From an optimization exercise on the open Yosys and OpenROAD flow, aimed at small area; shortcuts taken in it are not production practice. Function was checked by simulation only, so behaviour that the tests miss may differ from the original. No run shown here takes its clock network from TritonCTS; it comes from the design's own scripts or RTL. No driver is modelled on the clock port, so clock power and skew are understated where the tree is cut down; a real chip needs a root buffer or a tree. No activity file was given, so power comes from the tool's default toggle rates.

<file path="flow/config.mk">
export PLATFORM = sky130hd
export DESIGN_NAME = top
export DESIGN_NICKNAME = top
export VERILOG_FILES = /design/flow/design.v
export SDC_FILE = /design/flow/constraint.sdc
export NUM_CORES = 4
export LEC_CHECK = 0
export CAP_MARGIN = 20
export CORE_MARGIN = 2
export CORE_UTILIZATION = 40
export SLEW_MARGIN = 20
</file>
<file path="flow/constraint.sdc">
create_clock -name core_clock -period 37.037 [get_ports {clk}]
set_input_delay 7.4074 -clock core_clock [delete_from_list [all_inputs] [get_ports {clk}]]
set_output_delay 7.4074 -clock core_clock [all_outputs]
set_load 0.01 [all_outputs]
</file>
<file path="flow/design.v">
`timescale 1ns/1ps
module top #(
    parameter CLKS_PER_BIT = 234
)
(
    input wire clk,
    input wire rst_n,
    input wire uart_rx,
    output wire uart_tx
);
    reg  [7:0] tcnt_r;
    wire [7:0] tq   = tcnt_r ^ 8'haa;
    wire       tick = &tq[6:1];
    wire       tfb  = tq[7] ^ (tq[2] | tq[6]);
    always @(posedge clk) begin
        if (!rst_n || tick)
            tcnt_r <= 8'h01 ^ 8'haa;
        else
            tcnt_r <= {~tcnt_r[6:0], tfb};
    end
    reg        rx_active_r;
    reg [5:0]  dcnt_r;
    reg [31:0] a_sr_r;
    reg        carry_r;
    wire rx_bit   = uart_rx;
    wire dtick    = tick && rx_active_r;          
    wire b_half   = dcnt_r[5];
    wire a_bit    = a_sr_r[0];
    wire sum_bit  = rx_bit ^ a_bit ^ carry_r;
    wire carry_nx = (rx_bit & a_bit) | (carry_r & (rx_bit ^ a_bit));
    wire last_bit = dtick && (dcnt_r == 6'd63);   
    always @(posedge clk) begin
        if (!rst_n) begin
            rx_active_r <= 1'b0;
            dcnt_r      <= 6'd0;
        end else if (tick) begin
            if (!rx_active_r) begin
                if (!rx_bit)
                    rx_active_r <= 1'b1;
            end else begin
                dcnt_r <= dcnt_r + 6'd1;
                if (dcnt_r[2:0] == 3'd7)
                    rx_active_r <= 1'b0;
            end
        end
    end
    always @(posedge clk) begin
        if (dtick) begin
            a_sr_r  <= {rx_bit, a_sr_r[31:1]};
            carry_r <= b_half & carry_nx;         
        end
    end
    reg [3:0] tx_frm_r;
    reg       tx_r;
    wire      frm_on = |tx_frm_r;
    always @(posedge clk) begin
        if (!rst_n) begin
            tx_frm_r <= 4'd0;
            tx_r     <= 1'b1;
        end else if (tick) begin
            if (last_bit)
                tx_frm_r <= 4'd10;
            else if (frm_on)
                tx_frm_r <= tx_frm_r - 4'd1;
            if (frm_on)
                tx_r <= tx_frm_r[3] & ~tx_frm_r[0] & (tx_frm_r[1] | carry_r);
            else if (b_half)
                tx_r <= rx_active_r ? sum_bit : rx_bit;
            else
                tx_r <= 1'b1;
        end
    end
    assign uart_tx = tx_r;
endmodule
</file>
<file path="flow/flow/run.sh">
#!/bin/bash
# Layout flow: the standard ORFS flow (standard.sh) with these changes:
#  - synthesis is the standard script, but abc maps the logic with an
#    area-oriented script (flow/area.abc) and adders are left to abc
#    instead of being mapped to half/full adder cells first
#    (ADDER_MAP_FILE empty); flip-flop mapping is unchanged;
#  - the ports are buffered with the smallest buffer, buf_1;
#  - after clock tree synthesis, flow/clock_tree.tcl replaces the tree with
#    four buffers fed straight from the clock port, one per group of nearby
#    flip-flops, each the smallest of buf_4/6/8/12/16 whose estimated slew
#    at its flip-flops is at most 120 ps; it also removes the buffers that
#    repair_design added on signal nets and reruns repair_design, which
#    sizes up their drivers instead.
# Each ORFS step writes its own log under orfs/logs; make's output goes to
# flow_make.log.
set -euo pipefail
F=$PWD/flow
export MY_ABC_SCRIPT=$F/area.abc
bash standard.sh \
  SYNTH_SCRIPT=$F/synth.tcl \
  ADDER_MAP_FILE= \
  "BUFFER_PORTS_ARGS=-buffer_cell sky130_fd_sc_hd__buf_1" \
  POST_CTS_TCL=$F/clock_tree.tcl \
  finish > flow_make.log 2>&1
</file>
<file path="flow/flow/area.abc">
strash; dc2; strash; dc2; dch -f; amap -F 1000 -A 1000 -E 0
</file>
<file path="flow/flow/clock_tree.tcl">
# POST_CTS_TCL hook: replace the clock tree that clock_tree_synthesis built
# with a few clock buffers driven straight from the clock port, one per
# group of nearby flip-flops.
set ncl 4
set buf_master_name sky130_fd_sc_hd__buf_4
if { [info exists ::env(OWN_CTS_GROUPS)] } { set ncl $::env(OWN_CTS_GROUPS) }
if { [info exists ::env(OWN_CTS_BUF)] } { set buf_master_name $::env(OWN_CTS_BUF) }

set db [ord::get_db]
set block [ord::get_db_block]
set clk_net [[$block findBTerm clk] getNet]

# flip-flop clock pins
set sinks {}
foreach inst [$block getInsts] {
  set m [[$inst getMaster] getName]
  if { [regexp {__(e?dfxtp|dfrtp|dfstp|dfxbp)_} $m] } {
    lappend sinks [$inst findITerm CLK]
  }
}
puts "own clock tree: [llength $sinks] flip-flops"

# remove the cells and nets clock_tree_synthesis added
foreach inst [$block getInsts] {
  set n [$inst getName]
  if { [string match clkbuf_* $n] || [string match clkload* $n] } {
    odb::dbInst_destroy $inst
  }
}
foreach net [$block getNets] {
  if { [string match clknet_* [$net getName]] && [llength [$net getITerms]] == 0 } {
    odb::dbNet_destroy $net
  }
}

# split the flip-flops into ncl (a power of two) groups of equal size by
# halving along x, then y, and so on
proc split_groups { idxs pts depth axis } {
  if { $depth == 0 } { return [list $idxs] }
  set keyed {}
  foreach i $idxs { lappend keyed [list $i [lindex [lindex $pts $i] $axis]] }
  set keyed [lsort -real -index 1 $keyed]
  set h [expr {[llength $keyed] / 2}]
  set lo {}; set hi {}
  foreach k [lrange $keyed 0 [expr {$h - 1}]] { lappend lo [lindex $k 0] }
  foreach k [lrange $keyed $h end] { lappend hi [lindex $k 0] }
  return [concat [split_groups $lo $pts [expr {$depth - 1}] [expr {1 - $axis}]] \
    [split_groups $hi $pts [expr {$depth - 1}] [expr {1 - $axis}]]]
}
set pts {}
foreach s $sinks {
  set b [[$s getInst] getBBox]
  lappend pts [list [expr {([$b xMin] + [$b xMax]) / 2.0}] [expr {([$b yMin] + [$b yMax]) / 2.0}]]
}
set idxs {}
for { set i 0 } { $i < [llength $pts] } { incr i } { lappend idxs $i }
set depth [expr {int(round(log($ncl) / log(2)))}]
# halve along x first or y first, whichever gives the smaller largest
# group (half-perimeter of its bounding box plus its distance to the centre)
proc group_cost { groups pts } {
  set worst 0
  foreach g $groups {
    set x0 1e30; set x1 -1e30; set y0 1e30; set y1 -1e30
    foreach i $g {
      set p [lindex $pts $i]
      set x0 [expr {min($x0, [lindex $p 0])}]; set x1 [expr {max($x1, [lindex $p 0])}]
      set y0 [expr {min($y0, [lindex $p 1])}]; set y1 [expr {max($y1, [lindex $p 1])}]
    }
    set worst [expr {max($worst, ($x1 - $x0) + ($y1 - $y0))}]
  }
  return $worst
}
set groups [split_groups $idxs $pts $depth 0]
set groups_y [split_groups $idxs $pts $depth 1]

if { [group_cost $groups_y $pts] < [group_cost $groups $pts] } { set groups $groups_y }
set assign [lrepeat [llength $pts] 0]
set cents {}
set k 0
foreach g $groups {
  set sx 0; set sy 0
  foreach i $g {
    lset assign $i $k
    set sx [expr {$sx + [lindex [lindex $pts $i] 0]}]
    set sy [expr {$sy + [lindex [lindex $pts $i] 1]}]
  }
  lappend cents [list [expr {$sx / [llength $g]}] [expr {$sy / [llength $g]}]]
  incr k
}
set ncl [llength $groups]

set master [$db findMaster $buf_master_name]
for { set k 0 } { $k < $ncl } { incr k } {
  set inst [odb::dbInst_create $block $master "clkbuf_own_$k"]
  set net [odb::dbNet_create $block "clknet_own_$k"]
  $net setSigType CLOCK
  [$inst findITerm A] connect $clk_net
  [$inst findITerm X] connect $net
  set n 0
  foreach s $sinks a $assign {
    if { $a == $k } { $s disconnect; $s connect $net; incr n }
  }
  set c [lindex $cents $k]
  $inst setLocation [expr {int([lindex $c 0])}] [expr {int([lindex $c 1])}]
  $inst setPlacementStatus PLACED
  puts "own clock tree: clkbuf_own_$k drives $n flip-flops"
}
# repair_design buffers heavy nets with very large buffers; remove the
# buffers it added on signal nets and let repair_design fix what that
# breaks, sizing the drivers first
set rsz_bufs {}
foreach inst [$block getInsts] {
  if { [regexp {^(place|load_slew|max_cap|max_length)[0-9]+$} [$inst getName]] } {
    lappend rsz_bufs [$inst getName]
  }
}
if { [llength $rsz_bufs] > 0 } {
  puts "own clock tree: removing repair buffers $rsz_bufs"
  remove_buffers [get_cells $rsz_bufs]
}
global_connect
detailed_placement
check_placement -verbose
estimate_parasitics -placement
repair_design -slew_margin 0 -cap_margin 0
detailed_placement
estimate_parasitics -placement

set slew_target 0.120
if { [info exists ::env(OWN_CTS_SLEW_TARGET)] } { set slew_target $::env(OWN_CTS_SLEW_TARGET) }
proc worst_clk_slew { k } {
  set net [[ord::get_db_block] findNet "clknet_own_$k"]
  set worst 0
  foreach it [$net getITerms] {
    if { [$it isOutputSignal] } { continue }
    set pin [get_pins "[[$it getInst] getName]/[[$it getMTerm] getName]"]
    foreach a {max min} {
      foreach e {rise fall} {
        set v [get_property $pin slew_${a}_$e]
        if { [string is double -strict $v] && $v > $worst } { set worst $v }
      }
    }
  }
  return $worst
}
set sizes {sky130_fd_sc_hd__buf_4 sky130_fd_sc_hd__buf_6 sky130_fd_sc_hd__buf_8 sky130_fd_sc_hd__buf_12 sky130_fd_sc_hd__buf_16}
for { set k 0 } { $k < $ncl } { incr k } {
  set inst [$block findInst "clkbuf_own_$k"]
  set i [lsearch -exact $sizes [[$inst getMaster] getName]]
  while { 1 } {
    set w [worst_clk_slew $k]
    puts "own clock tree: clkbuf_own_$k [[$inst getMaster] getName] estimated worst slew [format %.1f [expr {$w * 1e3}]] ps"
    if { $w <= $slew_target || $i < 0 || $i >= [llength $sizes] - 1 } { break }
    incr i
    $inst swapMaster [$db findMaster [lindex $sizes $i]]
    estimate_parasitics -placement
  }
}
detailed_placement
check_placement -verbose
estimate_parasitics -placement
repair_timing -hold -hold_margin 0.05
detailed_placement
check_placement -verbose
report_clock_skew
report_check_types -max_slew -max_capacitance -violators
</file>
<file path="flow/flow/synth.tcl">
proc synth {args} { yosys synth -nofsm -noshare {*}$args }
proc abc {args} {
  # same abc call as the standard synthesis, with an area-oriented script
  set i [lsearch -exact $args -script]
  if { $i >= 0 && [info exists ::env(MY_ABC_SCRIPT)] } { lset args [expr {$i + 1}] $::env(MY_ABC_SCRIPT) }
  yosys abc {*}$args
}
source $::env(SCRIPTS_DIR)/synth.tcl
# left out here: clear keep_hierarchy, flatten, clean up, hide names made inside functions, write 1_2_yosys.v
</file>
<file path="flow/standard.sh">
#!/bin/bash
# synth_recipe.tcl (not shown) runs the flow's synth.tcl, then flattens the netlist and writes it again
# the make line also repeats each setting of config.mk as NAME=value (left out here)
make -C /OpenROAD-flow-scripts/flow DESIGN_CONFIG=/design/flow/config.mk WORK_HOME=/design/flow/orfs CLKGATE_MAP_FILE= SYNTH_SCRIPT=/design/flow/synth_recipe.tcl "${@:-finish}"
</file>
==> flow_metrics.py, run 1 <==
metrics = {
    "power_and_ir_drop": {
        "vdd_drop_max_mv": 0.02040,
        "powerDensity_nw_per_um2": 45.18,
        "leakage_nw": 0.5806,
        "power.total_w": 0.00008152,
    },
    "floorplanning": {
        "die_x_um": 69.06,
        "start_util_pct": 42.02,
        "dieArea_sq_um": 4769,
        "die_y_um": 69.06,
        "pin_count": 4,
        "rows": 23,
        "fp.coreArea_sq_um": 4029,
    },
    "logic_synthesis": {
        "yosys-top-cells-count": "33 x edfxtp_1, 20 x dfxtp_1, 11 x nand2_1",
        "syn_inst": 111,
        "ys_top_cells_by_area": "edfxtp_1 59%, dfxtp_1 24%, nand2_1 2.4%",
        "yosysMostFrequentCell": "edfxtp_1",
        "synthArstFlopShare_pct": 0,
        "synth_top_area_share_pct": 58.54,
        "yosysSeqAreaShare_pct": 82.19,
        "ys_ff_latch": 53,
        "synth_flop_cell": "edfxtp_1",
        "syn_area_sq_um": 1693,
        "synth_edf_count": 33,
        "yosys.area.top_type": "edfxtp_1",
        "ys_types": 20,
        "syn-num-nets": 114,
        "yosys_warnings": 1,
        "postSynthAreaPerCell_sq_um": 15.25,
    },
    "global_routing": {
        "grt_pass1_vias": 783,
        "grt_use_total_pct": 9.759,
        "antenna_found_initial": 0,
        "grt.overflow.total": 0,
        "grt_pass1_wl_um": 3670,
        "grt_start_max_net_pins": 37,
    },
    "place": {
        "io_buffers": 3,
        "place.gp.congestion": 0.8576,
        "place_hpwl_um": 1329,
    },
    "setup_path": {
        "cp_max_fo": 5,
        "critPathBufInv": 1,
        "criticalPathCategory": "primary input to flip-flop",
        "cp.arrival_ps": 8650,
        "crit_family": "compound AO/OA/AOI/OAI gates",
        "endpoint_kind": "flip-flop",
        "r2r_start": "tcnt_r[5]",
        "start_kind": "primary input",
        "worstPathRequired_ps": 37130,
        "crit_path_frequent_cell": "nand2_1",
        "slowest_stage": "a2111o_1",
        "slowest_delay_ps": 370,
        "crit_chain": "buf_1 > nand2_1 > o21a_1 > nand2_1 > o211ai_1 > a2111o_1 > a21oi_1 > o32a_1",
        "startpoint": "uart_rx",
    },
    "sta": {
        "hold_viol": 0,
        "worst_pin_slew_ps": 908.1,
        "relSlewSlack_pct": 39.32,
        "finalCritPeriodShare_pct": 23.08,
        "slew_violations": 0,
        "finalCriticalPeriod_ps": 8550,
        "clock_skew_ps": 7.120,
        "max_freq_mhz": 117.0,
        "setup_tns_ps": 0,
        "rsz0062_at_grt": "no",
        "setup_viol": 0,
    },
    "cts": {
        "cts.clk_slew.worst_paths_ps": 100,
        "insertion_delay_ps": 150,
        "cts_sinks": 53,
    },
    "route": {
        "wl_per_cell_um": 12.54,
        "drc": 0,
        "drtPass1Iterations": 4,
        "ant_nets": 0,
        "via_per_inst": 5.071,
        "num_vias": 852,
        "drt_wl_total_um": 2106,
        "first_iter_violations": 47,
    },
    "layout": {
        "syn2layout_area_growth_pct": 6.578,
        "ff_latch_area_sq_um": 1391,
        "fill_cells": 377,
        "multi_input_area_sq_um": 286.5,
        "diodes": 0,
        "layout-drive-gt1-share_pct": 4.237,
        "final_net_count": 127,
    },
    "worst_hold_path": {
        "min-delay-start": "tcnt_r[0]",
        "hold_class": "flip-flop to flip-flop",
    },
    "status": {
        "status": "no timing/DRC/antenna violations",
    },
    "job": {
        "drv_cap": 0,
    },
}
## cell type report
cell class,instances,share of cell area (%)
sequential,53,77.11
multi-input combinational,52,15.88
tap,50,3.467
buffer,4,1.664
inverter,6,1.248
timing repair buffer,3,0.6241
## placed cells by master (no fill, tap or decap), drive strengths merged
master   n
edfxtp  33
dfxtp   20
nand2   11
nor2     9
a21oi    7
buf      7
clkinv   6
o21ai    6
nor3     3
and3     3
a211oi   3
nand4    1
o21a     1
and2     1
o41ai    1
or2      1
o211ai   1
a2111o   1
o32a     1
o311ai   1
o211a    1
## report_power, final
group | internal, W | leakage (nW) | total, W | switching, W
logic | 0.000000203 | 0.102 | 0.000000747 | 0.000000543
registers | 0.0000622 | 0.460 | 0.0000623 | 0.000000151
clock network | 0.00000571 | 0.0192 | 0.0000185 | 0.0000127
## logic make-up after synthesis
family	Yosys count	share of synthesized area [%]
AOI/OAI and AO/OA	23	8.943
buffers and inverters	6	1.330
DFF	53	82.19
and+or+nand+nor	29	7.539
## final timing paths
path | end | slack, ps | cells after the start
max reg2reg | tx_frm_r[2] | 33550 | 13
min reg2reg | tcnt_r[1] | 370 | 1
min | tcnt_r[1] | 370 | 1
max | tx_r | 28490 | 8
## state kept, by name, summed over array words and instances, names as in the netlist
signal       count
tx_frm_r         4
dcnt_r           6
tx_r             1
a_sr_r          32
tcnt_r           8
rx_active_r      1
carry_r          1
## routing by layer
metal	up-vias	share of wire [%]	GRT usage [%]
met3	2	3.3	4.825
met2	9	44	13.35
met5	-	0	0
met4	0	0.85	1.961
met1	418	51	14.11
li1	423	-	-
## stage by stage
stage / instances / setup WS, ps / utilization, % / hold slack, ps / area, sq um
after global placement: 165 / 28440 / 44.10 / 347.8 / 1777
final: 168 / 28490 / 44.78 / 373.2 / 1804
after global routing: 168 / 28380 / 44.78 / 390.7 / 1804
after detailed placement: 165 / 28350 / 44.10 / 359.8 / 1777
after floorplan: 111 / 28660 / - / 343.4 / 1693
## worst register-to-register path: stages (launching register included)
cell and delay (ps):
dfxtp_1 330, nor3_1 180, nand4_1 310, nor2_4 800, and3_1 340, nand2_1 120
nor2_1 200, nand2_1 100, nor2_1 280, o41ai_1 160, or2_0 270, nand2_1 80
o21ai_0 60, and3_1 180
==> run 2, diff against run 1 <==
==> flow/flow/area.abc (replaced) <==
strash; dc2; strash; dc2; dch -f; amap -F 1000 -A 1000 -E 0; strash; dc2; dch -f; amap -F 1000 -A 1000 -E 0
==> flow_metrics.py, run 2 <==
metrics = {
    "layout": {
        "layout-drive-gt1-share_pct": 4.167,
        "fill_cells": 369,
        "largest_register_ffs": 32,
        "layout_commonest_cell": "edfxtp_1",
        "top_register": "a_sr_r",
        "diodes": 0,
        "final_net_count": 129,
        "mostFrequentLayoutCells": "33 x edfxtp_1, 20 x dfxtp_1, 16 x nand2_1",
        "reg_top3": "a_sr_r: 32 flops, tcnt_r: 8 flops, dcnt_r: 6 flops",
        "syn2layout_area_growth_pct": 6.810,
    },
    "logic_synthesis": {
        "synth_edf_count": 33,
        "synthArstFlopShare_pct": 0,
        "yosysMostFrequentCell": "edfxtp_1",
        "synth_top_area_share_pct": 58.62,
        "ys_types": 21,
        "ys_top_cells_by_area": "edfxtp_1 59%, dfxtp_1 24%, nand2_1 3.6%",
        "yosys_warnings": 1,
        "postSynthAreaPerCell_sq_um": 14.96,
        "syn-num-nets": 116,
        "syn_area_sq_um": 1690,
        "yosys.area.top_type": "edfxtp_1",
        "yosys-top-cells-count": "33 x edfxtp_1, 20 x dfxtp_1, 16 x nand2_1",
        "synth_flop_cell": "edfxtp_1",
        "ys_ff_latch": 53,
        "syn_inst": 113,
        "yosysSeqAreaShare_pct": 82.31,
    },
    "route": {
        "drtPass1Iterations": 4,
        "num_vias": 850,
        "via_per_inst": 5.000,
        "drt_wl_total_um": 2344,
        "wl_per_cell_um": 13.79,
        "first_iter_violations": 69,
        "ant_nets": 0,
        "drc": 0,
    },
    "setup_path": {
        "crit_chain": "buf_1 > nand2_1 > o21a_1 > o211ai_1 > nand3_1 > a21o_1 > a221o_1",
        "worstPathRequired_ps": 37080,
        "slowest_stage": "a221o_1",
        "criticalPathCategory": "primary input to flip-flop",
        "startpoint": "uart_rx",
        "critPathBufInv": 1,
        "r2r_start": "tcnt_r[5]",
        "slowest_delay_ps": 330,
        "cp_max_fo": 5,
        "start_kind": "primary input",
        "endpoint_kind": "flip-flop",
        "crit_family": "compound AO/OA/AOI/OAI gates",
        "cp.arrival_ps": 8570,
    },
    "cts": {
        "insertion_delay_ps": 150,
        "cts.clk_slew.worst_paths_ps": 110,
        "cts_sinks": 53,
    },
    "worst_hold_path": {
        "min-delay-start": "tcnt_r[0]",
        "hold_class": "flip-flop to flip-flop",
    },
    "sta": {
        "clock_skew_ps": 27.88,
        "rsz0062_at_grt": "no",
        "max_freq_mhz": 117.3,
        "finalCriticalPeriod_ps": 8528,
        "worst_pin_slew_ps": 912.7,
        "slew_violations": 0,
        "hold_viol": 0,
        "setup_viol": 0,
        "finalCritPeriodShare_pct": 23.03,
        "relSlewSlack_pct": 39.01,
        "setup_ws_ps": 28510,
        "setup_tns_ps": 0,
    },
    "power_and_ir_drop": {
        "vdd_drop_max_mv": 0.02031,
        "leakage_nw": 0.5915,
        "powerDensity_nw_per_um2": 45.74,
    },
    "floorplanning": {
        "die_x_um": 69.01,
        "fp.coreArea_sq_um": 4029,
        "rows": 23,
        "start_util_pct": 41.96,
        "pin_count": 4,
        "die_y_um": 69.01,
        "dieArea_sq_um": 4762,
    },
    "place": {
        "place.gp.congestion": 0.7177,
        "place_hpwl_um": 1506,
        "place_ws_ps": 28330,
        "io_buffers": 3,
    },
    "status": {
        "status": "no timing/DRC/antenna violations",
    },
    "global_routing": {
        "grt_pass1_wl_um": 4167,
        "antenna_found_initial": 0,
        "grt_pass1_vias": 827,
        "grt.overflow.total": 0,
        "grt_start_max_net_pins": 37,
        "grt_use_total_pct": 11.28,
    },
    "job": {
        "drv_cap": 0,
    },
}
-- run 2: cell types whose count changed after synthesis, moves of 2 or more --
cell      delta
nand2_1      +5
a211oi_1     -2
a21oi_1      -2
nand3_1      +2
-- run 2: final timing paths --
kind                 endpoint  slack, ps  cells past startpoint
hold reg to reg     tcnt_r[1]        380                      1
setup / recovery         tx_r      28510                      7
hold / removal      tcnt_r[1]        380                      1
setup reg to reg  tx_frm_r[2]      33550                     13
-- run 2: cells by family (layout without fill, tap and decap cells) --
family | Yosys count | after routing | synth area share, %
compound gates | 19 | 19 | 7.254
buf+inv | 5 | 12 | 1.110
flops | 53 | 53 | 82.31
simple gates | 36 | 36 | 9.328
-- run 2: per-stage QoR --
step	hold WS [ps]	cells	instance area, sq um	util [%]	total power (W)
floorplan	343.4	113	1690	-	0.00006409
global placement	350.8	167	1774	44.04	0.00006439
detailed placement	355.1	167	1774	44.04	0.00006448
global route	409.7	170	1805	44.81	0.00008595
finish	382.8	170	1805	44.81	0.00008259
-- run 2: report_power, final --
group	total (W)	switching [W]	internal (W)
combinational	0.000000793	0.000000575	0.000000218
sequential	0.0000623	0.000000149	0.0000622
clock	0.0000195	0.0000130	0.00000645
-- run 2: metal layers --
layer / wire, um / track usage (%) / share of wire [%]
met3: 105 / 4.825 / 4.5
met1: 1145 / 15.48 / 49
met5: 0 / 0 / 0
met4: 21 / 3.922 / 0.90
met2: 1072 / 16.03 / 46
-- run 2: cell type report --
| class | count | area, sq um | share of cell area, % |
|---|---|---|---|
| Sequential cell | 53 | 1391 | 77.06 |
| Multi-Input combinational cell | 55 | 287.8 | 15.94 |
| Tap cell | 50 | 62.56 | 3.465 |
| Buffer | 4 | 33.78 | 1.871 |
| Inverter | 5 | 18.77 | 1.040 |
| Timing Repair Buffer | 3 | 11.26 | 0.6237 |
-- run 2: worst register-to-register path, cell delays in order (launching register included) --
cell     delay (ps)
dfxtp_1         340
nor3_1          180
nand4_1         330
nor2_4          820
and3_1          330
nand2_1         120
nor2_1          260
nand3_1         220
nand2_1         100
nand2_1          90
or2_0           260
nand2_1          80
o21ai_0          60
and3_1          170

separate check: timing with driven ports:
No port has a modelled driver above. Below, the same layouts with a new extraction and two added sets of constraints. Step 1 sets driving cells, clkbuf_16 on the clock port and buf_2 on the other inputs (assumed; they add their load-dependent delay and slew). Step 2 also shifts input and output timing later by t, the mid clock arrival at the registers, as if the neighbouring blocks saw the same clock. Three values: ideal, step 1, step 2; two values: the first two.
| run | shift t [ns] | setup WS [ns] | worst setup path after step 2 | worst data-port slew with drivers (ns) | pins driven straight from the clock port |
|---|---|---|---|---|---|
| run 1 | 0.186 | 28.487 / 28.507 / 28.320 | input to register | 0.03 | 4 |
| run 2 | 0.179 | 28.509 / 28.532 / 28.353 | input to register | 0.03 | 4 |
After both steps setup and hold are still met in every run listed. For run 1, which loses most, drivers alone change the setup slack by +0.020 ns; drivers and shift together by -0.167 ns.
